What follows belongs to an exercise in optimizing a design on an open flow for small area and a short achievable clock period; a production flow would make more cautious choices. The RTL was checked by simulation tests, not by an equivalence proof against the original design. No activity file was given, so power comes from the tool's default toggle rates.

### flow/run.sh
#!/bin/bash
# Standard ORFS layout, with the port buffers made from the smallest buffer
# cell (the repair steps still resize any of them on a critical path).
set -e
export BUFFER_PORTS_ARGS="-buffer_cell sky130_fd_sc_hd__buf_1"
bash standard.sh > standard.log 2>&1
### standard.sh
#!/bin/bash
# synth_recipe.tcl (not shown) runs the flow's synth.tcl, then flattens the netlist and writes it again
# the make line also repeats each setting of config.mk as NAME=value (left out here)
make -C /OpenROAD-flow-scripts/flow DESIGN_CONFIG=/design/flow/config.mk WORK_HOME=/design/flow/orfs CLKGATE_MAP_FILE= SYNTH_SCRIPT=/design/flow/synth_recipe.tcl "${@:-finish}"
### config.mk
export PLATFORM = sky130hd
export DESIGN_NAME = regalu
export DESIGN_NICKNAME = regalu
export VERILOG_FILES = /design/flow/design.v
export SDC_FILE = /design/flow/constraint.sdc
export NUM_CORES = 4
export LEC_CHECK = 0
export CAP_MARGIN = 20
export CORE_MARGIN = 2
export CORE_UTILIZATION = 45
export CTS_CLUSTER_DIAMETER = 80
export CTS_CLUSTER_SIZE = 24
export SETUP_SLACK_MARGIN = 2.0
export SLEW_MARGIN = 20
export SYNTH_HIERARCHICAL = 1
### constraint.sdc
create_clock -name core_clock -period 8.0 [get_ports {clk}]
set_input_delay 1.6000 -clock core_clock [delete_from_list [all_inputs] [get_ports {clk}]]
set_output_delay 1.6000 -clock core_clock [all_outputs]
set_load 0.01 [all_outputs]
### design.v
module rf_hold (
    input we,
    input wen,
    input d,
    input q,
    output y
);
    assign y = (we & d) | (wen & q);
endmodule
module rf_wdec (
    input [3:0] idx,
    input en,
    output [15:0] we,
    output [15:0] wen
);
    genvar i;
    generate
        for (i = 0; i < 16; i = i + 1) begin : g
            assign we[i] = en & (idx == i);
            assign wen[i] = ~(en & (idx == i));
        end
    endgenerate
endmodule
module rf_rdec (
    input [3:0] idx,
    input [15:0] valid,
    output [15:0] sel
);
    genvar i;
    generate
        for (i = 0; i < 16; i = i + 1) begin : g
            assign sel[i] = valid[i] & (idx == i);
        end
    endgenerate
endmodule
module rf_ao222n (
    input a1, a2, b1, b2, c1, c2,
    output y
);
    assign y = ~((a1 & a2) | (b1 & b2) | (c1 & c2));
endmodule
module rf_nand2 (input a, input b, output y);
    assign y = ~(a & b);
endmodule
module rf_nand3 (input a, input b, input c, output y);
    assign y = ~(a & b & c);
endmodule
module rf_nor2 (input a, input b, output y);
    assign y = ~(a | b);
endmodule
module rf_rdbit (
    input [15:0] sel,
    input [15:0] d,
    output yn
);
    wire [5:0] t;
    wire n1, n2;
    rf_ao222n u0 (.a1(sel[0]),  .a2(d[0]),  .b1(sel[1]),  .b2(d[1]),  .c1(sel[2]),  .c2(d[2]),  .y(t[0]));
    rf_ao222n u1 (.a1(sel[3]),  .a2(d[3]),  .b1(sel[4]),  .b2(d[4]),  .c1(sel[5]),  .c2(d[5]),  .y(t[1]));
    rf_ao222n u2 (.a1(sel[6]),  .a2(d[6]),  .b1(sel[7]),  .b2(d[7]),  .c1(sel[8]),  .c2(d[8]),  .y(t[2]));
    rf_ao222n u3 (.a1(sel[9]),  .a2(d[9]),  .b1(sel[10]), .b2(d[10]), .c1(sel[11]), .c2(d[11]), .y(t[3]));
    rf_ao222n u4 (.a1(sel[12]), .a2(d[12]), .b1(sel[13]), .b2(d[13]), .c1(sel[14]), .c2(d[14]), .y(t[4]));
    rf_nand2  u5 (.a(sel[15]), .b(d[15]), .y(t[5]));
    rf_nand3  u6 (.a(t[0]), .b(t[1]), .c(t[2]), .y(n1));
    rf_nand3  u7 (.a(t[3]), .b(t[4]), .c(t[5]), .y(n2));
    rf_nor2   u8 (.a(n1), .b(n2), .y(yn));
endmodule
module alu_inv (input a, output y); assign y = ~a; endmodule
module alu_nand2 (input a, input b, output y); assign y = ~(a & b); endmodule
module alu_nor2 (input a, input b, output y); assign y = ~(a | b); endmodule
module alu_and2 (input a, input b, output y); assign y = a & b; endmodule
module alu_nor3 (input a, input b, input c, output y); assign y = ~(a | b | c); endmodule
module alu_xor2 (input a, input b, output y); assign y = a ^ b; endmodule
module alu_xnor2 (input a, input b, output y); assign y = ~(a ^ b); endmodule
module alu_aoi21 (input a1, input a2, input b1, output y); assign y = ~((a1 & a2) | b1); endmodule
module alu_oai21 (input a1, input a2, input b1, output y); assign y = ~((a1 | a2) & b1); endmodule
module alu_aoi22 (input a1, input a2, input b1, input b2, output y);
    assign y = ~((a1 & a2) | (b1 & b2));
endmodule
module alu_aoi222 (input a1, input a2, input b1, input b2, input c1, input c2, output y);
    assign y = ~((a1 & a2) | (b1 & b2) | (c1 & c2));
endmodule
module alu_zero (input [18:0] zn, output zero);
    assign zero = &zn;
endmodule
module alu_ctl (
    input [2:0] alu_ctrl,
    output sub, narith, m00, m01, m11, kzx, kzab, add
);
    wire is_add = (alu_ctrl == 3'd0);
    wire is_sub = (alu_ctrl == 3'd1);
    wire is_and = (alu_ctrl == 3'd2);
    wire is_or  = (alu_ctrl == 3'd3);
    wire is_xor = (alu_ctrl == 3'd4);
    assign sub = is_sub;
    assign add = is_add;
    assign narith = ~(is_add | is_sub);
    assign m00 = is_sub;
    assign m01 = is_add | is_xor | is_or;
    assign m11 = is_sub | is_and | is_or;
    assign kzx = is_add | is_sub | is_xor | is_or;
    assign kzab = is_add | is_and | is_or;
endmodule
module alu_top_bits (input add, input sub, input co, output bit19, output high);
    wire cout = ~co;
    assign bit19 = (add & cout) | (sub & ~cout);
    assign high = sub & ~cout;
endmodule
module alu (
    input [18:0] an,
    input [18:0] bn,
    input [2:0] alu_ctrl,
    output [31:0] result,
    output zero
);
    wire sub, narith, m00, m01, m11, kzx, kzab, add, bit19, high;
    wire [18:0] bxn, g, p, x, ab, nab, tn, zn, low;
    alu_ctl ctl (.alu_ctrl(alu_ctrl), .sub(sub), .narith(narith), .m00(m00),
        .m01(m01), .m11(m11), .kzx(kzx), .kzab(kzab), .add(add));
    genvar i;
    generate
        for (i = 0; i < 19; i = i + 1) begin : b
            alu_xor2   ubx (.a(bn[i]), .b(sub), .y(bxn[i]));             
            alu_nor3   ug  (.a(an[i]), .b(bxn[i]), .c(narith), .y(g[i]));  
            alu_nand2  up  (.a(an[i]), .b(bxn[i]), .y(p[i]));             
            alu_xor2   ux  (.a(an[i]), .b(bn[i]), .y(x[i]));              
            alu_nor2   uab (.a(an[i]), .b(bn[i]), .y(ab[i]));             
            alu_and2   unb (.a(an[i]), .b(bn[i]), .y(nab[i]));            
            alu_aoi222 ut  (.a1(nab[i]), .a2(m00), .b1(x[i]), .b2(m01), .c1(ab[i]), .c2(m11), .y(tn[i]));
            alu_aoi22  uz  (.a1(x[i]), .a2(kzx), .b1(ab[i]), .b2(kzab), .y(zn[i]));
        end
    endgenerate
    wire G1;
    wire G3;
    wire P5;
    wire G7;
    wire P9;
    wire G11;
    wire P13;
    wire G15;
    wire P17;
    wire G19;
    wire P21;
    wire G23;
    wire P25;
    wire G27;
    wire P29;
    wire G31;
    wire P33;
    wire G35;
    wire P37;
    wire n39;
    wire G41;
    wire G43;
    wire n45;
    wire G47;
    wire n49;
    wire P51;
    wire G53;
    wire P55;
    wire n57;
    wire G59;
    wire n61;
    wire P63;
    wire G65;
    wire P67;
    wire n69;
    wire G71;
    wire n73;
    wire P75;
    wire G77;
    wire P79;
    wire n81;
    wire G83;
    wire n85;
    wire P87;
    wire G89;
    wire P91;
    wire G93;
    wire n95;
    wire G97;
    wire G99;
    wire G101;
    wire G103;
    wire P105;
    wire n107;
    wire G109;
    wire n111;
    wire P113;
    wire G115;
    wire P117;
    wire G119;
    wire P121;
    wire n123;
    wire G125;
    wire G127;
    wire G129;
    wire G131;
    wire G133;
    wire G135;
    wire G137;
    wire G139;
    wire G141;
    wire n143;
    wire G145;
    wire G147;
    wire G149;
    alu_aoi21 u2 (.a1(p[0]), .a2(sub), .b1(g[0]), .y(G1));
    alu_aoi21 u4 (.a1(p[2]), .a2(g[1]), .b1(g[2]), .y(G3));
    alu_nand2 u6 (.a(p[2]), .b(p[1]), .y(P5));
    alu_aoi21 u8 (.a1(p[4]), .a2(g[3]), .b1(g[4]), .y(G7));
    alu_nand2 u10 (.a(p[4]), .b(p[3]), .y(P9));
    alu_aoi21 u12 (.a1(p[6]), .a2(g[5]), .b1(g[6]), .y(G11));
    alu_nand2 u14 (.a(p[6]), .b(p[5]), .y(P13));
    alu_aoi21 u16 (.a1(p[8]), .a2(g[7]), .b1(g[8]), .y(G15));
    alu_nand2 u18 (.a(p[8]), .b(p[7]), .y(P17));
    alu_aoi21 u20 (.a1(p[10]), .a2(g[9]), .b1(g[10]), .y(G19));
    alu_nand2 u22 (.a(p[10]), .b(p[9]), .y(P21));
    alu_aoi21 u24 (.a1(p[12]), .a2(g[11]), .b1(g[12]), .y(G23));
    alu_nand2 u26 (.a(p[12]), .b(p[11]), .y(P25));
    alu_aoi21 u28 (.a1(p[14]), .a2(g[13]), .b1(g[14]), .y(G27));
    alu_nand2 u30 (.a(p[14]), .b(p[13]), .y(P29));
    alu_aoi21 u32 (.a1(p[16]), .a2(g[15]), .b1(g[16]), .y(G31));
    alu_nand2 u34 (.a(p[16]), .b(p[15]), .y(P33));
    alu_aoi21 u36 (.a1(p[18]), .a2(g[17]), .b1(g[18]), .y(G35));
    alu_nand2 u38 (.a(p[18]), .b(p[17]), .y(P37));
    alu_inv u40 (.a(G1), .y(n39));
    alu_aoi21 u42 (.a1(p[1]), .a2(n39), .b1(g[1]), .y(G41));
    alu_oai21 u44 (.a1(P5), .a2(G1), .b1(G3), .y(G43));
    alu_inv u46 (.a(G7), .y(n45));
    alu_aoi21 u48 (.a1(p[5]), .a2(n45), .b1(g[5]), .y(G47));
    alu_inv u50 (.a(P9), .y(n49));
    alu_nand2 u52 (.a(p[5]), .b(n49), .y(P51));
    alu_oai21 u54 (.a1(P13), .a2(G7), .b1(G11), .y(G53));
    alu_nor2 u56 (.a(P13), .b(P9), .y(P55));
    alu_inv u58 (.a(G15), .y(n57));
    alu_aoi21 u60 (.a1(p[9]), .a2(n57), .b1(g[9]), .y(G59));
    alu_inv u62 (.a(P17), .y(n61));
    alu_nand2 u64 (.a(p[9]), .b(n61), .y(P63));
    alu_oai21 u66 (.a1(P21), .a2(G15), .b1(G19), .y(G65));
    alu_nor2 u68 (.a(P21), .b(P17), .y(P67));
    alu_inv u70 (.a(G23), .y(n69));
    alu_aoi21 u72 (.a1(p[13]), .a2(n69), .b1(g[13]), .y(G71));
    alu_inv u74 (.a(P25), .y(n73));
    alu_nand2 u76 (.a(p[13]), .b(n73), .y(P75));
    alu_oai21 u78 (.a1(P29), .a2(G23), .b1(G27), .y(G77));
    alu_nor2 u80 (.a(P29), .b(P25), .y(P79));
    alu_inv u82 (.a(G31), .y(n81));
    alu_aoi21 u84 (.a1(p[17]), .a2(n81), .b1(g[17]), .y(G83));
    alu_inv u86 (.a(P33), .y(n85));
    alu_nand2 u88 (.a(p[17]), .b(n85), .y(P87));
    alu_oai21 u90 (.a1(P37), .a2(G31), .b1(G35), .y(G89));
    alu_nor2 u92 (.a(P37), .b(P33), .y(P91));
    alu_aoi21 u94 (.a1(p[3]), .a2(G43), .b1(g[3]), .y(G93));
    alu_inv u96 (.a(G43), .y(n95));
    alu_oai21 u98 (.a1(P9), .a2(n95), .b1(G7), .y(G97));
    alu_oai21 u100 (.a1(P51), .a2(n95), .b1(G47), .y(G99));
    alu_aoi21 u102 (.a1(P55), .a2(G43), .b1(G53), .y(G101));
    alu_aoi21 u104 (.a1(p[11]), .a2(G65), .b1(g[11]), .y(G103));
    alu_nand2 u106 (.a(p[11]), .b(P67), .y(P105));
    alu_inv u108 (.a(G65), .y(n107));
    alu_oai21 u110 (.a1(P25), .a2(n107), .b1(G23), .y(G109));
    alu_inv u112 (.a(P67), .y(n111));
    alu_nor2 u114 (.a(P25), .b(n111), .y(P113));
    alu_oai21 u116 (.a1(P75), .a2(n107), .b1(G71), .y(G115));
    alu_nor2 u118 (.a(P75), .b(n111), .y(P117));
    alu_aoi21 u120 (.a1(P79), .a2(G65), .b1(G77), .y(G119));
    alu_nand2 u122 (.a(P79), .b(P67), .y(P121));
    alu_inv u124 (.a(G101), .y(n123));
    alu_aoi21 u126 (.a1(p[7]), .a2(n123), .b1(g[7]), .y(G125));
    alu_oai21 u128 (.a1(P17), .a2(G101), .b1(G15), .y(G127));
    alu_oai21 u130 (.a1(P63), .a2(G101), .b1(G59), .y(G129));
    alu_aoi21 u132 (.a1(P67), .a2(n123), .b1(G65), .y(G131));
    alu_oai21 u134 (.a1(P105), .a2(G101), .b1(G103), .y(G133));
    alu_aoi21 u136 (.a1(P113), .a2(n123), .b1(G109), .y(G135));
    alu_aoi21 u138 (.a1(P117), .a2(n123), .b1(G115), .y(G137));
    alu_oai21 u140 (.a1(P121), .a2(G101), .b1(G119), .y(G139));
    alu_aoi21 u142 (.a1(p[15]), .a2(G139), .b1(g[15]), .y(G141));
    alu_inv u144 (.a(G139), .y(n143));
    alu_oai21 u146 (.a1(P33), .a2(n143), .b1(G31), .y(G145));
    alu_oai21 u148 (.a1(P87), .a2(n143), .b1(G83), .y(G147));
    alu_aoi21 u150 (.a1(P91), .a2(G139), .b1(G89), .y(G149));
    alu_xnor2 ur0 (.a(tn[0]), .b(sub), .y(low[0]));
    alu_xor2 ur1 (.a(tn[1]), .b(G1), .y(low[1]));
    alu_xor2 ur2 (.a(tn[2]), .b(G41), .y(low[2]));
    alu_xnor2 ur3 (.a(tn[3]), .b(G43), .y(low[3]));
    alu_xor2 ur4 (.a(tn[4]), .b(G93), .y(low[4]));
    alu_xnor2 ur5 (.a(tn[5]), .b(G97), .y(low[5]));
    alu_xnor2 ur6 (.a(tn[6]), .b(G99), .y(low[6]));
    alu_xor2 ur7 (.a(tn[7]), .b(G101), .y(low[7]));
    alu_xor2 ur8 (.a(tn[8]), .b(G125), .y(low[8]));
    alu_xnor2 ur9 (.a(tn[9]), .b(G127), .y(low[9]));
    alu_xnor2 ur10 (.a(tn[10]), .b(G129), .y(low[10]));
    alu_xor2 ur11 (.a(tn[11]), .b(G131), .y(low[11]));
    alu_xnor2 ur12 (.a(tn[12]), .b(G133), .y(low[12]));
    alu_xor2 ur13 (.a(tn[13]), .b(G135), .y(low[13]));
    alu_xor2 ur14 (.a(tn[14]), .b(G137), .y(low[14]));
    alu_xnor2 ur15 (.a(tn[15]), .b(G139), .y(low[15]));
    alu_xor2 ur16 (.a(tn[16]), .b(G141), .y(low[16]));
    alu_xnor2 ur17 (.a(tn[17]), .b(G145), .y(low[17]));
    alu_xnor2 ur18 (.a(tn[18]), .b(G147), .y(low[18]));
    alu_top_bits tb (.add(add), .sub(sub), .co(G149), .bit19(bit19), .high(high));
    alu_zero zr (.zn(zn), .zero(zero));
    assign result = {{12{high}}, bit19, low};
endmodule
module regalu (
    input clk,
    input rst,
    input [3:0] read_reg1,
    input [3:0] read_reg2,
    input [3:0] write_reg,
    input [2:0] alu_ctrl,
    input reg_write,
    input load,
    input [18:0] load_data,
    output [31:0] result,
    output zero
);
    reg [18:0] data [0:15];
    reg [15:0] valid;
    wire [15:0] we, wen, sel1, sel2;
    wire [18:0] an, bn;
    wire [18:0] wdata = load ? load_data : result[18:0];
    rf_wdec dw (.idx(write_reg), .en(reg_write), .we(we), .wen(wen));
    rf_rdec d1 (.idx(read_reg1), .valid(valid), .sel(sel1));
    rf_rdec d2 (.idx(read_reg2), .valid(valid), .sel(sel2));
    always @(posedge clk or posedge rst)
        if (rst) valid <= 16'b0;
        else valid <= valid | we;
    genvar i, j;
    generate
        for (i = 0; i < 16; i = i + 1) begin : w
            wire [18:0] nxt;
            for (j = 0; j < 19; j = j + 1) begin : h
                rf_hold hb (.we(we[i]), .wen(wen[i]), .d(wdata[j]), .q(data[i][j]), .y(nxt[j]));
            end
            always @(posedge clk)
                data[i] <= nxt;
        end
        for (j = 0; j < 19; j = j + 1) begin : r
            wire [15:0] col;
            for (i = 0; i < 16; i = i + 1) begin : c
                assign col[i] = data[i][j];
            end
            rf_rdbit m1 (.sel(sel1), .d(col), .yn(an[j]));
            rf_rdbit m2 (.sel(sel2), .d(col), .yn(bn[j]));
        end
    endgenerate
    alu alu_inst (
        .an(an),
        .bn(bn),
        .alu_ctrl(alu_ctrl),
        .result(result),
        .zero(zero)
    );
endmodule
==> qor.txt, run 1 <==
status -> timing/DRC/antenna clean
hold buffers post-CTS -> 0
Layout Nets -> 1,633
Leak Pwr -> 7.438 nW
Max stage delay on crit path -> 0.53 ns
Clock Latency Late Sink -> 0.54 ns
top cell type's share of synthesized area -> 41.38%
YS warnings -> 9
setup TNS -> 0 ns
vias in the first global route -> 13.79k
clock share of power -> 22.4%
cell row count -> 66
skew final -> 0.01852 ns
Max Cap Viol -> 0
highest net fanout along the worst path -> 5
max_slew headroom -> 17.43%
Post-Synthesis Cells -> 1,379
Flop pwr share -> 47.8%
Detail Route Antenna Nets -> 0
antenna violations before repair -> 0
Switching Power -> 0.001742 W
crit-path cells -> buf_2 > nor2b_4 > and3_4 > a222oi_1 > nand3_2 > nor2_4 > xor2_2 > nand2_1 > nand2_1 > nor2_1 > a21oi_4 > buf_12 > o21ai_4 > inv_2 > o21ai_4 > xnor2_2 > buf_2
RSZ-0062 raised after global routing -> true
syn nets -> 1,417
Final setup violation count -> 0
Root Driver -> clkbuf_16
Post-Place Cells -> 1,910
Die Ht -> 184.8 um
CTS max path bufs -> 3
final WL -> 63,820 um
Worst R2R Setup Slack -> 3.96 ns
Fin. Hold Viols -> 0
port bufs -> 70
Routability Congestion -> 0.9220
Period minus WS final -> 6.408 ns
Initial Utilization -> 45.43%
Via density -> 7.403
Filler cells -> 2,789
pin count of the biggest net entering global routing -> 25
core area -> 32,370 sq um
Peak VDD IR -> 0.0001658 V
Hold Crit Start -> data[10][10]
Residual DRC -> 0
Final HPWL DP -> 36,020 um
htree depth -> 1
register bit count reported by yosys -> 320
final instance area -> 18,460 sq um
R2R Path End -> data[5][18]
HP Class -> register to register
Yosys top cell by area -> dfxtp_1
crit path kind -> input port to primary output
Synth async-reset ratio -> 5.000%
Final Instance Count excl. Fillers -> 2,046
main area contributors after synthesis -> dfxtp_1 41%, a22o_1 18%, a222oi_1 14%
Slew @ Worst Pin -> 1.235 ns
depth of the most critical reg-to-reg path -> 17
Synth cell types -> 41
Sink Count -> 320
layout cells sized above 1 -> 29.36%
Pwr Density -> 265.5 nW/um^2
drt first pass iters -> 13
Synth top cells by count -> 304 x a22o_1, 304 x dfxtp_1, 209 x a222oi_1, 86 x nand2_1, 82 x nor2_1
worst reg2reg startpoint -> valid[5]
Synth Cell Area -> 14,710 sq um
Post-synth EDFFs -> 0
Total GRT Usage -> 35.44%
Critical Path RT -> 6.40 ns
Final Cycle Share -> 80.10%
P&R area growth vs syn -> 25.52%
combinational power share -> 29.8%
Max Clock Freq -> 0.1561 GHz
first-pass GRT wire length -> 90,710 um
CTS Buf Count -> 19
via count -> 15.15k
Pins Over Slew Limit -> 0
Clock Pin Slew Worst Setup and Hold Paths -> 0.10 ns
Die W -> 184.8 um
WP data arrival -> 4.81 ns
CTS tree -> yes
io pins -> 71
fraction of power spent switching nets -> 35.55%
Syn Area/Cell -> 10.66 sq um
grt total ovfl -> 0
die area -> 34,140 sq um
Pwr Total -> 0.004902 W
critical path launch point type -> input port
n_diodes -> 0
Hold EP -> data[10][10]
crit end category -> primary output
Detailed Route Iter0 Violations -> 2,840
crit path max-delay cell type -> a222oi_1
Placed Area -> 15,700 sq um
WL/cell -> 31.19 um
Worst Hold Depth -> 1
post-synthesis sequential area ratio -> 44.10%
internal power -> 0.003159 W
ys flop type -> dfxtp_1
stage by stage:
stage	hold WS, ns	util [%]	worst slack (ns)
after detailed placement	0.4674	48.48	0.9064
after global placement	0.4701	48.48	1.018
final	0.5028	57.03	1.592
after floorplan	0.4422	-	2.024
after global routing	0.5143	57.03	1.542
after CTS	0.5053	54.50	1.846
critical path: cells and delay by family:
kind                      cells  cell delay, ns
xor gates and xnor gates      2            0.25
AOI/OAI and AO/OA             4            1.04
and+or+nand+nor               7            1.32
buffers and inverters         4            0.58
worst max path at each step:
stage	to	slack (ns)	startpoint
2_1_floorplan	result[19]	2.02	read_reg2[2]
3_3_place_gp	result[18]	1.02	read_reg2[3]
3_5_place_dp	result[18]	0.91	read_reg2[1]
4_1_cts	result[19]	1.85	read_reg2[3]
5_1_grt	result[18]	1.54	read_reg2[3]
6_report	result[18]	1.59	read_reg2[3]
cell families after synthesis:
logic type | after synthesis | share of synthesized area (%)
AO/OA/AOI/OAI | 574 | 36.03
flip-flops | 320 | 44.10
buffers and inverters | 35 | 1.429
XOR/XNOR | 57 | 3.395
AND/OR/NAND/NOR | 372 | 13.16
multiplexers | 21 | 1.880
metal layers:
layer | GRT usage (%) | up-vias | part of all wire (%)
met2 | 56.03 | 1209 | 44
met3 | 7.059 | 262 | 12
li1 | - | 6292 | -
met4 | 16.41 | 0 | 5.7
met5 | 0 | - | 0
met1 | 46.68 | 7384 | 38
Yosys stat by module (local to each module, per instance), a selection:
module,times used,cells
alu_ctl,1,12
regalu,1,358
rf_nor2,38,1
alu_zero,1,6
alu_oai21,15,1
alu_top_bits,1,2
rf_nand2,38,1
alu_xnor2,10,1
alu,1,13
alu_nor3,19,1
alu_aoi22,19,1
timing repair:
| action | 4_1_cts | 5_1_grt |
|---|---|---|
| gates cloned | 10 | 3 |
| pin swaps | 124 | 64 |
| setup buffers | 50 | 43 |
| gates resized for setup | 202 | 103 |
| endpoints found under the setup margin | 33 | 31 |
area by class of cell:
class                      count  area (sq um)  area share, %
clock buffer                  24         545.5          2.955
timing repair buffer         204          1639          8.879
clock inverter                 6         70.07         0.3796
inverter                      17         68.82         0.3728
multi-input combinational   1033          9097          49.28
sequential                   320          6486          35.14
tap                          442         553.0          2.996
layout by cell type, fill, tap and decap left out, types with 5 or more instances in the layout:
master	synthesis	layout
and3_4	0	33
o21ai_2	0	5
nor3_2	20	23
buf_2	2	16
buf_6	1	15
mux2_4	11	11
nor2_2	2	11
a222oi_1	209	209
mux2_2	9	9
nor2b_4	4	8
buf_1	0	41
a21oi_4	0	10
a22oi_2	19	19
buf_4	14	105
nand3_1	81	64
inv_1	17	14
and2_1	23	19
buf_12	1	13
or2_2	16	16
nor2_1	82	40
dfxtp_1	304	304
o21ai_4	0	7
nor2_4	0	34
nand2_1	86	77
a21oi_2	25	16
nand3_2	0	17
xor2_2	0	18
nand2_2	0	9
xnor2_2	0	8
dfrtp_1	16	16
and3_2	1	7
clkbuf_2	0	7
xor2_1	47	28
clkbuf_16	0	20
a22o_1	304	304
power groups by stage:
stage / clock network (W) / logic [W] / registers, W
floorplan: 0 / 0.000871 / 0.00226
global placement: 0 / 0.00114 / 0.00234
detailed placement: 0 / 0.00117 / 0.00234
CTS: 0.00110 / 0.00132 / 0.00232
global route: 0.00115 / 0.00155 / 0.00238
finish: 0.00110 / 0.00146 / 0.00234
sequential cells by signal (all words and copies together), names as in the netlist:
| signal | cells |
|---|---|
| data | 304 |
| valid | 16 |
==> run 2: changes to the inputs <==
==> run.sh (new file) <==
#!/bin/bash
# synth_recipe.tcl (not shown) runs the flow's synth.tcl, then flattens the netlist and writes it again
# the make line also repeats each setting of config.mk as NAME=value (left out here)
make -C /OpenROAD-flow-scripts/flow DESIGN_CONFIG=/design/flow/config.mk WORK_HOME=/design/flow/orfs CLKGATE_MAP_FILE= SYNTH_SCRIPT=/design/flow/synth_recipe.tcl finish
removed: flow/run.sh
removed: standard.sh
==> run 2 against run 1 <==
Effect of this change:
- synthesized cell count stayed put
- sequential share of layout area shrank 0.40 points
- clock power is essentially flat
- wire length is 1.2% lower
- cell count increased by 0.29%
- worst hold slack lost 0.0023 ns
- register-to-register slack improved by 0.10 ns
- clock skew grew 0.0070 ns
- utilization rose by 0.65 points
- sequential power about the same
- design area grew 1.1%
- global-route usage up 0.11 points
- largest power group unchanged
==> qor.txt, run 2 <==
status -> timing/DRC/antenna clean
top cell type's share of synthesized area -> 41.38%
Die Ht -> 184.8 um
Slew @ Worst Pin -> 1.194 ns
drt first pass iters -> 9
Detail Route Antenna Nets -> 0
pin count of the biggest net entering global routing -> 26
Synth cell types -> 41
Final setup violation count -> 0
Clock Latency Late Sink -> 0.56 ns
antenna violations before repair -> 0
main area contributors after synthesis -> dfxtp_1 41%, a22o_1 18%, a222oi_1 14%
Yosys top cell by area -> dfxtp_1
worst hold margin -> 0.5006 ns
post-synthesis mux area share -> 1.880%
Synth Area in Compound Gates -> 36.03%
Final Cycle Share -> 79.14%
hold buffers post-CTS -> 0
Pwr Density -> 262.8 nW/um^2
CTS tree -> yes
YS warnings -> 9
Synth async-reset ratio -> 5.000%
Final HPWL DP -> 37,260 um
fin util -> 57.68%
Routability Congestion -> 0.9463
final WL -> 63,050 um
WL/cell -> 30.73 um
n_diodes -> 0
WP data arrival -> 4.73 ns
io pins -> 71
ys flop type -> dfxtp_1
P&R area growth vs syn -> 26.96%
Sink Count -> 320
Total GRT Usage -> 35.55%
Pins Over Slew Limit -> 0
pre-CTS setup slack -> 0.2983 ns
Post-Synth Simple-Gate Area -> 13.16%
CTS Buf Count -> 18
cell row count -> 66
post-route setup slack -> 1.669 ns
commonest cells after routing, fill and taps aside -> 304 x a22o_1, 304 x dfxtp_1, 209 x a222oi_1
Synth Cell Area -> 14,710 sq um
setup TNS -> 0 ns
biggest regs -> data (304), valid (16)
Critical Path RT -> 6.40 ns
crit end category -> primary output
Via density -> 7.287
layout cells sized above 1 -> 29.94%
HP Class -> register to register
dominant combinational cell family by area after synthesis -> compound AO/OA/AOI/OAI gates
Peak VDD IR -> 0.0001601 V
first-pass GRT wire length -> 91,100 um
via count -> 14.95k
post-synthesis sequential area ratio -> 44.10%
Leak Pwr -> 7.564 nW
grt total ovfl -> 0
register bit count reported by yosys -> 320
Syn Area/Cell -> 10.66 sq um
Fin. Hold Viols -> 0
Detailed Route Iter0 Violations -> 2,704
max reg flops -> 304
max_slew headroom -> 20.17%
Top reg by flops -> data
Max Clock Freq -> 0.1580 GHz
Initial Utilization -> 45.43%
Die W -> 184.8 um
Filler cells -> 2,805
htree depth -> 1
Max Cap Viol -> 0
highest net fanout along the worst path -> 16
CTS max path bufs -> 3
critical path launch point type -> input port
Post-Synth Adder-Cell Area -> 0%
core area -> 32,370 sq um
RSZ-0062 raised after global routing -> true
Synth top cells by count -> 304 x a22o_1, 304 x dfxtp_1, 209 x a222oi_1, 86 x nand2_1, 82 x nor2_1
Post-Synthesis Cells -> 1,379
syn nets -> 1,417
Post-synth EDFFs -> 0
die area -> 34,140 sq um
Period minus WS final -> 6.331 ns
crit path kind -> input port to primary output
vias in the first global route -> 14.24k
Residual DRC -> 0
Root Driver -> clkbuf_16
skew final -> 0.02552 ns
port bufs -> 70
Layout Nets -> 1,641
Clock Pin Slew Worst Setup and Hold Paths -> 0.09 ns
XOR/XNOR Fraction of Synth Area -> 3.395%
run 2: logic make-up after synthesis:
kind of cell	count (synthesis)
xor gates and xnor gates	57
and+or+nand+nor	372
muxes	21
AOI/OAI and AO/OA	574
DFF	320
buffers and inverters	35
run 2: metrics by stage:
stage | std cells | total power (W) | cell area [sq um]
2_1_floorplan | 1379 | 0.003129 | 14720
3_3_place_gp | 1933 | 0.003544 | 16300
3_5_place_dp | 1933 | 0.003572 | 16310
4_1_cts | 2040 | 0.004788 | 18300
5_1_grt | 2052 | 0.005095 | 18670
6_report | 2052 | 0.004907 | 18670
run 2: area by class of cell:
cell class	count	area [sq um]	share of cell area (%)
clock inverters	4	77.57	0.4155
well taps	442	553.0	2.962
repair buffers	216	1917	10.27
clock buffers	23	510.5	2.734
flip-flops and latches	320	6486	34.74
inverters	17	71.32	0.3820
multi-input cells	1030	9056	48.50
run 2: critical path: stages:
cell and delay [ns]:
buf_6 0.11, nor2b_4 0.13, and3_4 0.27, a222oi_1 0.41
nand3_1 0.30, nor2_4 0.24, xor2_2 0.19, nand2_1 0.11
a21oi_2 0.16, o21ai_2 0.10, a21oi_4 0.31, o21ai_4 0.13
a21oi_4 0.21, mux2_4 0.32, buf_6 0.12
run 2: power by group:
part | internal [W] | switching, W
Clock | 0.000497 | 0.000582
Sequential | 0.00201 | 0.000331
Combinational | 0.000681 | 0.000810
run 2: routing by layer:
layer | global-route usage (%) | routed length [um] | up-vias | part of all wire (%)
li1 | - | - | 6289 | -
met1 | 46.55 | 23870 | 7261 | 38
met2 | 55.57 | 27360 | 1133 | 43
met3 | 7.452 | 7968 | 270 | 13
met4 | 17.87 | 3851 | 0 | 6.1
met5 | 0 | 0 | - | 0
run 2: what timing repair did:
item | 4_1_cts | 5_1_grt
cloned | 7 | 0
pin swaps | 151 | 58
gates resized for setup | 368 | 72
endpoints found under the setup margin | 33 | 32
buffers inserted | 73 | 12
run 2: per-module statistics from Yosys, one instance, submodules excluded, excerpt:
module        cells inside  flip-flops and latches  cell area (sq um)
rf_ao222n                1                       0              10.01
alu_nor3                 1                       0              10.01
rf_rdec                 24                       0              160.2
alu_aoi22                1                       0              12.51
regalu                 358                     320               6873
rf_nor2                  1                       0              3.754
alu_nor2                 1                       0              3.754
alu_xor2                 1                       0              8.758
alu_top_bits             2                       0              22.52
alu_oai21                1                       0              5.005
alu                     13                       0              97.59
rf_hold                  1                       0              8.758
rf_nand2                 1                       0              3.754
rf_wdec                 48                       0              249.0
alu_inv                  1                       0              3.754
run 2: worst paths after layout:
path / from / endpoint / slack, ns / depth (start not counted)
worst min register to register: data[4][2] / data[4][2] / 0.50 / 1
worst min-delay path: data[4][2] / data[4][2] / 0.50 / 1
min in group asynchronous: rst / valid[1] / 1.42 / 2
worst max register to register: valid[3] / data[10][18] / 4.06 / 15
max in group asynchronous: rst / valid[13] / 6.16 / 2
worst max-delay path: read_reg2[2] / result[19] / 1.67 / 15
==> run 3: changes to the inputs <==
==> flow/run.sh (new file) <==
#!/bin/bash
# Standard ORFS layout with two changes:
#  - the port buffers are made from the smallest buffer cell (the repair
#    steps still resize any of them on a critical path);
#  - after global routing, an area-recovery pass (flow/post_grt.tcl)
#    downsizes cells whose delay does not set the worst slack.
set -e
here=$(cd "$(dirname "$0")" && pwd)
export BUFFER_PORTS_ARGS="-buffer_cell sky130_fd_sc_hd__buf_1"
export POST_GLOBAL_ROUTE_TCL="$here/post_grt.tcl"
bash standard.sh > standard.log 2>&1
==> flow/post_grt.tcl (new file) <==
source [file join [file dirname [info script]] recover.tcl]
set ::env(DONT_USE_LIST) $::env(DONT_USE_CELLS)

proc reroute_changed {} {
  log_cmd global_route -start_incremental
  log_cmd detailed_placement
  log_cmd global_route -end_incremental
  log_cmd estimate_parasitics -global_routing
}

log_cmd estimate_parasitics -global_routing
set wns_gr0 [sta::worst_slack_cmd max]
puts "post_grt: start wns [expr {$wns_gr0 * 1e9}] area [format %.1f [total_area]]"
for {set round 0} {$round < 1} {incr round} {
  log_cmd global_route -start_incremental
  log_cmd estimate_parasitics -placement
  recover_area 0.0 0.0
  log_cmd detailed_placement
  log_cmd global_route -end_incremental
  log_cmd estimate_parasitics -global_routing
  puts "post_grt: round $round after recovery wns [expr {[sta::worst_slack_cmd max] * 1e9}] area [format %.1f [total_area]]"
  log_cmd repair_timing -setup -setup_margin [expr {$wns_gr0 * 1e9}] -repair_tns 100 -verbose
  reroute_changed
  puts "post_grt: round $round after repair wns [expr {[sta::worst_slack_cmd max] * 1e9}] area [format %.1f [total_area]]"
}
report_check_types -max_slew -max_capacitance -violators
report_worst_slack
write_guides $::env(RESULTS_DIR)/route.guide
==> flow/recover.tcl (new file) <==
# Area recovery: downsize cells while the worst setup slack stays put.
proc area_of {inst} { return [expr {[[$inst getMaster] getWidth] * [[$inst getMaster] getHeight] / 1e6}] }
proc total_area {} {
  set a 0
  foreach inst [[ord::get_db_block] getInsts] { set a [expr {$a + [area_of $inst]}] }
  return $a
}
proc recover_area {tol guard} {
  set block [ord::get_db_block]
  set wns0 [sta::worst_slack_cmd max]
  set slew0 [sta::max_slew_check_slack_limit]
  set cap0 [sta::max_capacitance_check_slack_limit]
  set slew_floor [expr {min($slew0, 0.2)}]
  set cap_floor [expr {min($cap0, 0.2)}]
  puts "recover: slew slack/limit $slew0 cap slack/limit $cap0"
  puts "recover: start wns [format %.4f [expr {$wns0*1e9}]] area [format %.1f [total_area]]"
  set cands {}
  foreach inst [$block getInsts] {
    set m [$inst getMaster]
    if {[$m isBlock] || [$m getType] ne "CORE"} continue
    set mn [$m getName]
    if {[string match "*tap*" $mn] || [string match "*fill*" $mn] || [string match "*df*" $mn] || [string match "*clkbuf*" $mn] || [string match "*clkinv*" $mn]} continue
    set sinst [sta::find_instance [$inst getName]]
    if {$sinst eq "NULL" || $sinst eq ""} continue
    if {![regexp {^(sky130_fd_sc_hd__[a-z0-9]+)_([0-9]+)$} $mn -> base sz]} continue
    set smaller {}
    foreach e [get_lib_cells */${base}_*] {
      set en [get_name $e]
      if {![regexp "^${base}_\[0-9\]+\$" $en]} continue
      if {[lsearch -exact $::env(DONT_USE_LIST) $en] >= 0} continue
      set em [[ord::get_db] findMaster $en]
      if {$em eq "NULL"} continue
      if {[$em getWidth] < [$m getWidth]} { lappend smaller [list [$em getWidth] $en] }
    }
    if {[llength $smaller] == 0} continue
    set smaller [lsort -integer -index 0 $smaller]
    # slack of the instance: worst slack at its output pins
    set sl 1e9
    foreach p [get_pins -of_objects [get_cells [$inst getName]] -filter "direction==output"] {
      set s [get_property $p slack_max]
      if {$s ne "" && $s * 1e-9 < $sl} {set sl [expr {$s * 1e-9}]}
    }
    lappend cands [list $sl [$inst getName] $mn $smaller]
  }
  set cands [lsort -real -decreasing -index 0 $cands]
  set n 0
  foreach c $cands {
    lassign $c sl name mn smaller
    if {$sl < $wns0 + $guard} continue
    set inst [$block findInst $name]
    foreach s $smaller {
      set en [lindex $s 1]
      replace_cell [get_cells $name] [get_lib_cells $en]
      estimate_parasitics -placement
      set w [sta::worst_slack_cmd max]
      if {$w < $wns0 - $tol
          || [sta::max_slew_check_slack_limit] < $slew_floor
          || [sta::max_capacitance_check_slack_limit] < $cap_floor} {
        replace_cell [get_cells $name] [get_lib_cells $mn]
        estimate_parasitics -placement
      } else {
        incr n
        break
      }
    }
  }
  puts "recover: slew slack/limit [sta::max_slew_check_slack_limit] cap slack/limit [sta::max_capacitance_check_slack_limit]"
  puts "recover: downsized $n, wns [format %.4f [expr {[sta::worst_slack_cmd max]*1e9}]] area [format %.1f [total_area]]"
}
==> standard.sh (new file) <==
#!/bin/bash
# synth_recipe.tcl (not shown) runs the flow's synth.tcl, then flattens the netlist and writes it again
# the make line also repeats each setting of config.mk as NAME=value (left out here)
make -C /OpenROAD-flow-scripts/flow DESIGN_CONFIG=/design/flow/config.mk WORK_HOME=/design/flow/orfs CLKGATE_MAP_FILE= SYNTH_SCRIPT=/design/flow/synth_recipe.tcl "${@:-finish}"
removed: run.sh
==> run 3 against run 2 <==
Effect of this change:
- still clean
- utilization is 5.5 points lower
- maximum frequency is 1.1% lower
- total power is 4.2% lower
- worst hold slack better by 0.0055 ns
- sequential power hardly changed
- clock power hardly changed
- clock skew is 0.0030 ns higher
- wire length is 1.3% higher
- design area is 9.6% lower
- via count is 1.0% higher
- setup slack worse by 0.068 ns
- critical endpoint is now result[17]
==> qor.txt, run 3 <==
Top reg by flops -> data
core area -> 32,370 sq um
Pwr Total -> 0.004701 W
Layout Nets -> 1,634
biggest regs -> data (304), valid (16)
ys flop type -> dfxtp_1
Max stage delay on crit path -> 0.61 ns
max reg flops -> 304
Final HPWL DP -> 36,020 um
grt total ovfl -> 0
final instance area -> 16,880 sq um
Residual DRC -> 0
critical path's most frequent cell -> o21ai_2
Filler cells -> 3,108
Max Cap Viol -> 0
Total GRT Usage -> 35.44%
Final Cycle Share -> 79.98%
Final setup violation count -> 0
hold buffers post-CTS -> 0
Pwr Density -> 278.6 nW/um^2
commonest cells after routing, fill and taps aside -> 304 x a22o_1, 304 x dfxtp_1, 209 x a222oi_1
WP data arrival -> 4.80 ns
WL/cell -> 31.21 um
Slew @ Worst Pin -> 1.207 ns
Via density -> 7.382
Flop pwr share -> 49.8%
Synth top cells by count -> 304 x a22o_1, 304 x dfxtp_1, 209 x a222oi_1, 86 x nand2_1, 82 x nor2_1
register bit count reported by yosys -> 320
max_slew headroom -> 19.32%
cell row count -> 66
P&R area growth vs syn -> 14.75%
Root Driver -> clkbuf_16
critical path launch point type -> input port
Detailed Route Iter0 Violations -> 3,006
post-synthesis sequential area ratio -> 44.10%
Routability Congestion -> 0.9220
Critical Path RT -> 6.40 ns
first-pass GRT wire length -> 90,710 um
Max Clock Freq -> 0.1563 GHz
Sink Count -> 320
via count -> 15.11k
internal power -> 0.003038 W
syn nets -> 1,417
vias in the first global route -> 13.79k
crit path max-delay cell type -> and3_2
Die Ht -> 184.8 um
layout cells sized above 1 -> 15.26%
htree depth -> 1
Synth async-reset ratio -> 5.000%
Initial Utilization -> 45.43%
Die W -> 184.8 um
Pins Over Slew Limit -> 0
antenna violations before repair -> 0
Post-synth EDFFs -> 0
Period minus WS final -> 6.399 ns
Peak VDD IR -> 0.0001682 V
Placed Area -> 15,700 sq um
Switching Power -> 0.001664 W
top cell type's share of synthesized area -> 41.38%
Yosys top cell by area -> dfxtp_1
drt first pass iters -> 10
main area contributors after synthesis -> dfxtp_1 41%, a22o_1 18%, a222oi_1 14%
crit end category -> primary output
CTS Buf Count -> 19
final WL -> 63,880 um
CTS max path bufs -> 3
highest net fanout along the worst path -> 19
port bufs -> 70
clock share of power -> 23.0%
n_diodes -> 0
HP Class -> register to register
setup bufs post-CTS -> 50
Clock Pin Slew Worst Setup and Hold Paths -> 0.10 ns
Clock Latency Late Sink -> 0.54 ns
Syn Area/Cell -> 10.66 sq um
YS warnings -> 9
Synth Cell Area -> 14,710 sq um
die area -> 34,140 sq um
fraction of power spent switching nets -> 35.38%
fin util -> 52.13%
Post-Synthesis Cells -> 1,379
pin count of the biggest net entering global routing -> 25
Leak Pwr -> 6.741 nW
crit path kind -> input port to primary output
Synth cell types -> 41
Resized cells post-CTS -> 202
combinational power share -> 27.2%
crit-path cells -> clkbuf_2 > nor2b_4 > and3_2 > a222oi_1 > nand3_1 > nor2_4 > nor3_1 > a21oi_2 > o21ai_2 > a21oi_4 > buf_6 > o21ai_4 > inv_2 > o21ai_2 > xnor2_2 > buf_2
io pins -> 71
Fin. Hold Viols -> 0
setup TNS -> 0 ns
Detail Route Antenna Nets -> 0
CTS tree -> yes
status -> timing/DRC/antenna clean
skew final -> 0.02852 ns
## run 3: cell counts after synthesis
Identical to the previous run, type by type.
## run 3: area by class of cell
type / count / area, sq um / area share, %
Clock buffer: 24 / 545.5 / 3.232
Clock inverter: 6 / 57.56 / 0.3410
Inverter: 17 / 63.81 / 0.3781
Multi-Input combinational cell: 1033 / 8233 / 48.78
Sequential cell: 320 / 6486 / 38.43
Tap cell: 442 / 553.0 / 3.277
Timing Repair Buffer: 205 / 937.1 / 5.553
## run 3: worst paths after layout
kind / start / to / slack (ns) / cells past startpoint
hold reg to reg: data[10][10] / data[10][10] / 0.51 / 1
min in group asynchronous: rst / valid[10] / 1.12 / 2
setup reg to reg: valid[5] / data[4][8] / 3.70 / 18
setup / recovery: read_reg1[0] / result[17] / 1.60 / 16
hold / removal: data[10][10] / data[10][10] / 0.51 / 1
max in group asynchronous: rst / valid[0] / 6.44 / 2
## run 3: logic make-up after synthesis
kind of cell,after synthesis,synth area share [%]
AO/OA/AOI/OAI,574,36.03
AND/OR/NAND/NOR,372,13.16
flip-flops,320,44.10
XOR/XNOR,57,3.395
buffers and inverters,35,1.429
multiplexers,21,1.880
## run 3: layer usage
layer  wire [um]  global-route usage (%)
met1       24350                   46.68
met2       28450                   56.03
met3        7583                   7.059
met4        3496                   16.41
met5           0                       0
## run 3: critical path, delay by kind of cell
family	cells	cell delay, ns
buffers and inverters	4	0.55
AOI/OAI and AO/OA	6	0.80
xor gates and xnor gates	1	0.15
and+or+nand+nor	5	1.65
## run 3: per-module statistics from Yosys (local to each module, per instance), excerpt
module	flip-flops and latches	cells inside	cell area, sq um	times used
rf_nand2	0	1	3.754	38
alu_xnor2	0	1	8.758	10
alu_nand2	0	1	3.754	34
rf_rdec	0	24	160.2	2
alu_zero	0	6	40.04	1
alu_nor2	0	1	3.754	25
rf_wdec	0	48	249.0	1
alu	0	13	97.59	1
rf_ao222n	0	1	10.01	190
alu_ctl	0	12	70.07	1
rf_nor2	0	1	3.754	38
rf_hold	0	1	8.758	304
alu_nor3	0	1	10.01	19
alu_top_bits	0	2	22.52	1
alu_xor2	0	1	8.758	47
alu_inv	0	1	3.754	14
## run 3: power groups by stage
stage	registers (W)	clock network, W	logic (W)
6_report	0.00234	0.00108	0.00128
4_1_cts	0.00232	0.00110	0.00132
3_5_place_dp	0.00234	0	0.00117
3_3_place_gp	0.00234	0	0.00114
2_1_floorplan	0.00226	0	0.000871
## run 3: through the flow
| stage | hold WS [ns] | worst slack, ns | instances |
|---|---|---|---|
| 3_3_place_gp | 0.4701 | 1.018 | 1910 |
| 3_5_place_dp | 0.4674 | 0.9064 | 1910 |
| 4_1_cts | 0.5053 | 1.846 | 2000 |
| 6_report | 0.5061 | 1.601 | 2047 |
| 2_1_floorplan | 0.4422 | 2.024 | 1379 |
==> run 4: changes to the inputs <==
--- a/design.v
+++ b/design.v
@@ -103,7 +103,7 @@
 endmodule
 module alu_top_bits (input add, input sub, input co, output bit19, output high);
     wire cout = ~co;
-    assign bit19 = (add & cout) | (sub & ~cout);
+    assign bit19 = cout ^ sub;
     assign high = sub & ~cout;
 endmodule
 module alu (
--- a/config.mk
+++ b/config.mk
@@ -7,7 +7,7 @@
 export LEC_CHECK = 0
 export CAP_MARGIN = 20
 export CORE_MARGIN = 2
-export CORE_UTILIZATION = 45
+export CORE_UTILIZATION = 55
 export CTS_CLUSTER_DIAMETER = 80
 export CTS_CLUSTER_SIZE = 24
 export SETUP_SLACK_MARGIN = 2.0
==> run 4 against run 3 <==
Effect of this change:
- total power down 1.4%
- sequential share of layout area up 0.28 points
- largest cell class unchanged
- wire length fell by 3.4%
- largest power group unchanged
==> qor.txt, run 4 <==
Critical Path RT -> 6.40 ns
max_slew headroom -> 14.61%
hold buffers post-CTS -> 0
HP Class -> register to register
Hold EP -> data[7][16]
pre-CTS setup slack -> 0.9448 ns
Resized cells post-CTS -> 196
Clock Pin Slew Worst Setup and Hold Paths -> 0.10 ns
depth of the most critical reg-to-reg path -> 17
crit end category -> primary output
Synth Cell Area -> 14,690 sq um
io pins -> 71
Max Clock Freq -> 0.1605 GHz
Worst R2R Setup Slack -> 3.77 ns
P&R area growth vs syn -> 14.02%
antenna violations before repair -> 0
R2R Path End -> data[7][10]
Syn Area/Cell -> 10.66 sq um
commonest cells after routing, fill and taps aside -> 304 x a22o_1, 304 x dfxtp_1, 209 x a222oi_1
pin count of the biggest net entering global routing -> 26
Hold Crit Start -> data[7][16]
Pins Over Slew Limit -> 0
Fin. Hold Viols -> 0
setup TNS -> 0 ns
Detailed Route Iter0 Violations -> 3,187
post-route setup slack -> 1.771 ns
max reg flops -> 304
CTS tree -> yes
Top reg by flops -> data
port bufs -> 70
Slew @ Worst Pin -> 1.281 ns
Period minus WS final -> 6.229 ns
Initial Utilization -> 56.23%
worst path bufs/invs -> 2
status -> timing/DRC/antenna clean
Max Cap Viol -> 0
worst reg2reg startpoint -> valid[8]
Detail Route Antenna Nets -> 0
Post-Synthesis Cells -> 1,378
Final setup violation count -> 0
cell row count -> 59
die area -> 28,040 sq um
drt first pass iters -> 21
syn nets -> 1,417
critical path's most frequent cell -> a21oi_4
Die W -> 167.5 um
fin util -> 64.11%
WP data arrival -> 4.63 ns
critical path launch point type -> input port
CTS Buf Count -> 18
Root Driver -> clkbuf_16
core area -> 26,130 sq um
Clock Latency Late Sink -> 0.55 ns
crit path max-delay cell type -> and3_2
Final Cycle Share -> 77.87%
Final HPWL DP -> 33,880 um
setup bufs post-CTS -> 59
Residual DRC -> 0
CP top delay family -> simple AND/OR/NAND/NOR gates
Max stage delay on crit path -> 0.43 ns
crit path kind -> input port to primary output
layout cells sized above 1 -> 15.73%
Layout Nets -> 1,615
htree depth -> 1
skew final -> 0.05035 ns
final WL -> 61,700 um
Pwr Density -> 276.6 nW/um^2
Peak VDD IR -> 0.0002205 V
Worst Hold Depth -> 1
biggest regs -> data (304), valid (16)
CTS max path bufs -> 3
Total GRT Usage -> 41.89%
crit-path cells -> clkbuf_2 > nor2b_1 > and3_2 > a222oi_1 > nand3_1 > nor2_1 > nor3_2 > a21oi_4 > o21ai_2 > a21oi_2 > o21ai_4 > a21oi_4 > ha_4 > buf_1
vias in the first global route -> 14.15k
highest net fanout along the worst path -> 19
grt total ovfl -> 0
first-pass GRT wire length -> 89,410 um
Via density -> 7.937
Sink Count -> 320
WL/cell -> 32.15 um
Die Ht -> 167.5 um
Routability Congestion -> 0.9181
via count -> 15.23k
beginning of the critical path -> read_reg1[2]
YS warnings -> 9
Leak Pwr -> 6.644 nW
## run 4: where the power goes
group	switching, W	internal, W	total [W]	leakage (nW)
combinational	0.000732	0.000540	0.00127	3.69
sequential	0.000351	0.00201	0.00236	2.69
clock	0.000565	0.000441	0.00101	0.266
total	0.00165	0.00299	0.00463	6.64
## run 4: area by class of cell
class / count / area [sq um]
clock inverter: 5 / 53.80
antenna: 1 / 2.502
multi-input combinational: 1035 / 8409
tap: 335 / 419.2
fill: 2250 / 9379
inverter: 18 / 67.56
clock buffer: 22 / 485.5
sequential: 320 / 6486
timing repair buffer: 183 / 829.5
## run 4: per-layer routing
metal / vias up / part of all wire, % / track usage (%)
li1: 6270 / - / -
met1: 7328 / 37 / 54.53
met3: 330 / 14 / 11.30
met4: 0 / 7.1 / 25.67
met5: - / 0 / 0
met2: 1303 / 42 / 62.17
## run 4: how the worst max path moves through the flow
| stage | to | slack (ns) | cells past startpoint |
|---|---|---|---|
| after detailed placement | result[31] | 0.94 | 15 |
| after floorplan | result[20] | 2.04 | 14 |
| after global placement | result[19] | 1.09 | 16 |
| after CTS | result[16] | 1.92 | 15 |
| final | result[29] | 1.77 | 14 |
## run 4: per-stage QoR
stage          hold slack, ns  cells  total power [W]  instance area (sq um)
3_5_place_dp           0.4627   1790         0.003500                  15460
3_3_place_gp           0.4686   1789         0.003473                  15450
6_report               0.5082   1919         0.004634                  16750
2_1_floorplan          0.4427   1378         0.003129                  14700
4_1_cts                0.5054   1889         0.004640                  17250
## run 4: worst register-to-register path: cells and delay by family (launching register included)
family / cells / cell delay (ns)
and+or+nand+nor: 4 / 0.96
buffers and inverters: 4 / 0.48
xor gates and xnor gates: 2 / 0.34
AOI/OAI and AO/OA: 6 / 1.23
DFF: 1 / 0.55
muxes: 1 / 0.58
==> run 5: changes to the inputs <==
--- a/design.v
+++ b/design.v
@@ -318,12 +318,14 @@
 );
     reg [18:0] data [0:15];
     reg [15:0] valid;
-    wire [15:0] we, wen, sel1, sel2;
+    wire [15:0] we, wen, sel1l, sel1h, sel2l, sel2h;
     wire [18:0] an, bn;
     wire [18:0] wdata = load ? load_data : result[18:0];
     rf_wdec dw (.idx(write_reg), .en(reg_write), .we(we), .wen(wen));
-    rf_rdec d1 (.idx(read_reg1), .valid(valid), .sel(sel1));
-    rf_rdec d2 (.idx(read_reg2), .valid(valid), .sel(sel2));
+    rf_rdec d1l (.idx(read_reg1), .valid(valid), .sel(sel1l));
+    rf_rdec d1h (.idx(read_reg1), .valid(valid), .sel(sel1h));
+    rf_rdec d2l (.idx(read_reg2), .valid(valid), .sel(sel2l));
+    rf_rdec d2h (.idx(read_reg2), .valid(valid), .sel(sel2h));
     always @(posedge clk or posedge rst)
         if (rst) valid <= 16'b0;
         else valid <= valid | we;
@@ -342,8 +344,8 @@
             for (i = 0; i < 16; i = i + 1) begin : c
                 assign col[i] = data[i][j];
             end
-            rf_rdbit m1 (.sel(sel1), .d(col), .yn(an[j]));
-            rf_rdbit m2 (.sel(sel2), .d(col), .yn(bn[j]));
+            rf_rdbit m1 (.sel(j < 10 ? sel1l : sel1h), .d(col), .yn(an[j]));
+            rf_rdbit m2 (.sel(j < 10 ? sel2l : sel2h), .d(col), .yn(bn[j]));
         end
     endgenerate
     alu alu_inst (
==> run 5 against run 4 <==
Effect of this change:
- cell count increased by 0.89%
- count of clock-buffer cells in the layout increased by 2
- utilization decreased by 2.2 points
- die area increased by 2.1%
- non-clock buffer count decreased by 32
- design area decreased by 0.70%
- total power decreased by 0.70%
- clock power about the same
- critical path depth unchanged
- clock skew increased by 0.0096 ns
- critical path type unchanged
- critical endpoint is now result[9]
- highest routed layer unchanged
==> qor.txt, run 5 <==
syn nets -> 1,465
commonest cells after routing, fill and taps aside -> 304 x a22o_1, 304 x dfxtp_1, 209 x a222oi_1
Die W -> 169.2 um
Syn Area/Cell -> 10.53 sq um
vias in the first global route -> 13.69k
Pwr Total -> 0.004601 W
Filler cells -> 2,387
Pwr Density -> 276.6 nW/um^2
crit-path cells -> buf_2 > nor2_2 > and3_1 > a222oi_1 > nand3_1 > nor2_2 > nor3_2 > a21oi_2 > o21ai_2 > a21oi_4 > buf_1 > o21ai_1 > xnor2_1 > buf_1
Max Cap Viol -> 0
HP Class -> register to register
Critical Path RT -> 6.40 ns
Via density -> 7.672
Synth Cell Area -> 15,010 sq um
crit end category -> primary output
Peak VDD IR -> 0.0002065 V
Resized cells post-CTS -> 213
biggest regs -> data (304), valid (16)
setup TNS -> 0 ns
P&R area growth vs syn -> 10.80%
Leak Pwr -> 6.639 nW
io pins -> 71
critical path launch point type -> input port
highest net fanout along the worst path -> 10
Top reg by flops -> data
crit path kind -> input port to primary output
CTS Buf Count -> 18
Final HPWL DP -> 36,990 um
Slew @ Worst Pin -> 1.298 ns
max reg flops -> 304
pin count of the biggest net entering global routing -> 26
final WL -> 57,300 um
via count -> 14.85k
Initial Utilization -> 55.87%
Period minus WS final -> 6.283 ns
Total GRT Usage -> 37.62%
Clock Pin Slew Worst Setup and Hold Paths -> 0.05 ns
Sink Count -> 320
CTS max path bufs -> 3
status -> timing/DRC/antenna clean
Pins Over Slew Limit -> 0
core area -> 26,880 sq um
drt first pass iters -> 10
Root Driver -> clkbuf_16
Fin. Hold Viols -> 0
hold buffers post-CTS -> 0
Post-Synthesis Cells -> 1,426
grt total ovfl -> 0
skew final -> 0.05992 ns
Detailed Route Iter0 Violations -> 2,825
port bufs -> 70
WL/cell -> 29.60 um
layout cells sized above 1 -> 12.30%
antenna violations before repair -> 0
Residual DRC -> 0
max_slew headroom -> 13.49%
YS warnings -> 9
WP data arrival -> 4.68 ns
setup bufs post-CTS -> 33
crit path max-delay cell type -> a222oi_1
Max stage delay on crit path -> 0.52 ns
Final Cycle Share -> 78.54%
Layout Nets -> 1,626
cell row count -> 60
htree depth -> 1
Max Clock Freq -> 0.1592 GHz
die area -> 28,640 sq um
Clock Latency Late Sink -> 0.54 ns
Routability Congestion -> 1.009
first-pass GRT wire length -> 83,410 um
CTS tree -> yes
Final setup violation count -> 0
Detail Route Antenna Nets -> 0
Die Ht -> 169.2 um
==> run 5: critical path: cells and delay by family <==
kind	cells	cell delay, ns
simple gates	5	1.15
compound gates	5	1.12
buf+inv	3	0.58
xor+xnor	1	0.21
==> run 5: metal layers <==
metal  track usage (%)  up-vias  wire (um)
met2             59.36     1109      25560
met1             49.42     7172      21860
li1                  -     6354          -
met4             20.44        0       3802
met5                 0        -          0
met3             6.227      218       6076
==> run 5: metrics by stage <==
stage          utilization [%]  worst slack [ns]  area (sq um)  cells  hold WS, ns
6_report                 61.90             1.717         16640   1936       0.5015
4_1_cts                  64.21             1.915         17260   1908       0.5030
3_5_place_dp             58.68             1.052         15770   1842       0.4781
2_1_floorplan                -             2.071         15030   1426       0.4599
3_3_place_gp             58.63             1.125         15760   1841       0.4726
==> run 5: cell type report <==
type / instances / area [sq um] / area share (%)
clock inverter: 3 / 36.28 / 0.2181
clock buffer: 24 / 504.2 / 3.031
timing repair buffer: 151 / 655.6 / 3.941
inverter: 18 / 67.56 / 0.4061
antenna: 1 / 2.502 / 0.01504
tap: 341 / 426.7 / 2.565
multi-input combinational: 1078 / 8457 / 50.83
sequential: 320 / 6486 / 38.99
==> run 5: final timing paths <==
| kind | to | from | slack, ns | cells after the start |
|---|---|---|---|---|
| setup / recovery | result[9] | read_reg1[1] | 1.72 | 14 |
| hold / removal | data[10][10] | data[10][10] | 0.50 | 1 |
| max in group asynchronous | valid[11] | rst | 6.49 | 2 |
| hold reg to reg | data[10][10] | data[10][10] | 0.50 | 1 |
| min in group asynchronous | valid[15] | rst | 1.09 | 2 |
| setup reg to reg | data[9][9] | valid[0] | 3.67 | 15 |
==> run 5: power by group <==
part	internal (W)	switching, W	leakage [nW]	total, W
clock	0.000451	0.000543	0.265	0.000995
combinational	0.000532	0.000708	3.68	0.00124
sequential	0.00201	0.000361	2.69	0.00237

[static timing again, ports no longer ideal]
The flow's constraints put no driver on any port. The routed layouts listed below were extracted and timed again, unchanged, in two steps.
Step 1 (the two cells are an assumption about what drives the block):
set clk [get_ports {clk}]
set_driving_cell -lib_cell sky130_fd_sc_hd__clkbuf_16 $clk
set_driving_cell -lib_cell sky130_fd_sc_hd__buf_2 [delete_from_list [all_inputs] $clk]
Step 2 times the ports against the registers' clock, not the clock port: input delays grow and output delays shrink by t, the midpoint of the rising clock arrivals with the driver on.
Three values: no drivers, after step 1, after step 2; two values: the first two.
run | shift t [ns] | setup slack, ns | worst setup path after step 2 | worst slew at a driven data input, ns | pins driven straight from the clock port
run 1 | 0.582 | 1.592 / 1.554 / 1.554 | input to output | 0.05 | 1
run 2 | 0.597 | 1.669 / 1.632 / 1.632 | input to output | 0.05 | 1
run 3 | 0.576 | 1.601 / 1.577 / 1.577 | input to output | 0.05 | 1
run 4 | 0.579 | 1.771 / 1.744 / 1.744 | input to output | 0.06 | 1
run 5 | 0.563 | 1.717 / 1.696 / 1.696 | input to output | 0.06 | 1
After both steps setup and hold are still met in every run listed. The setup slack of run 1, which loses most, moves by -0.038 ns with the drivers and by -0.038 ns with both steps.
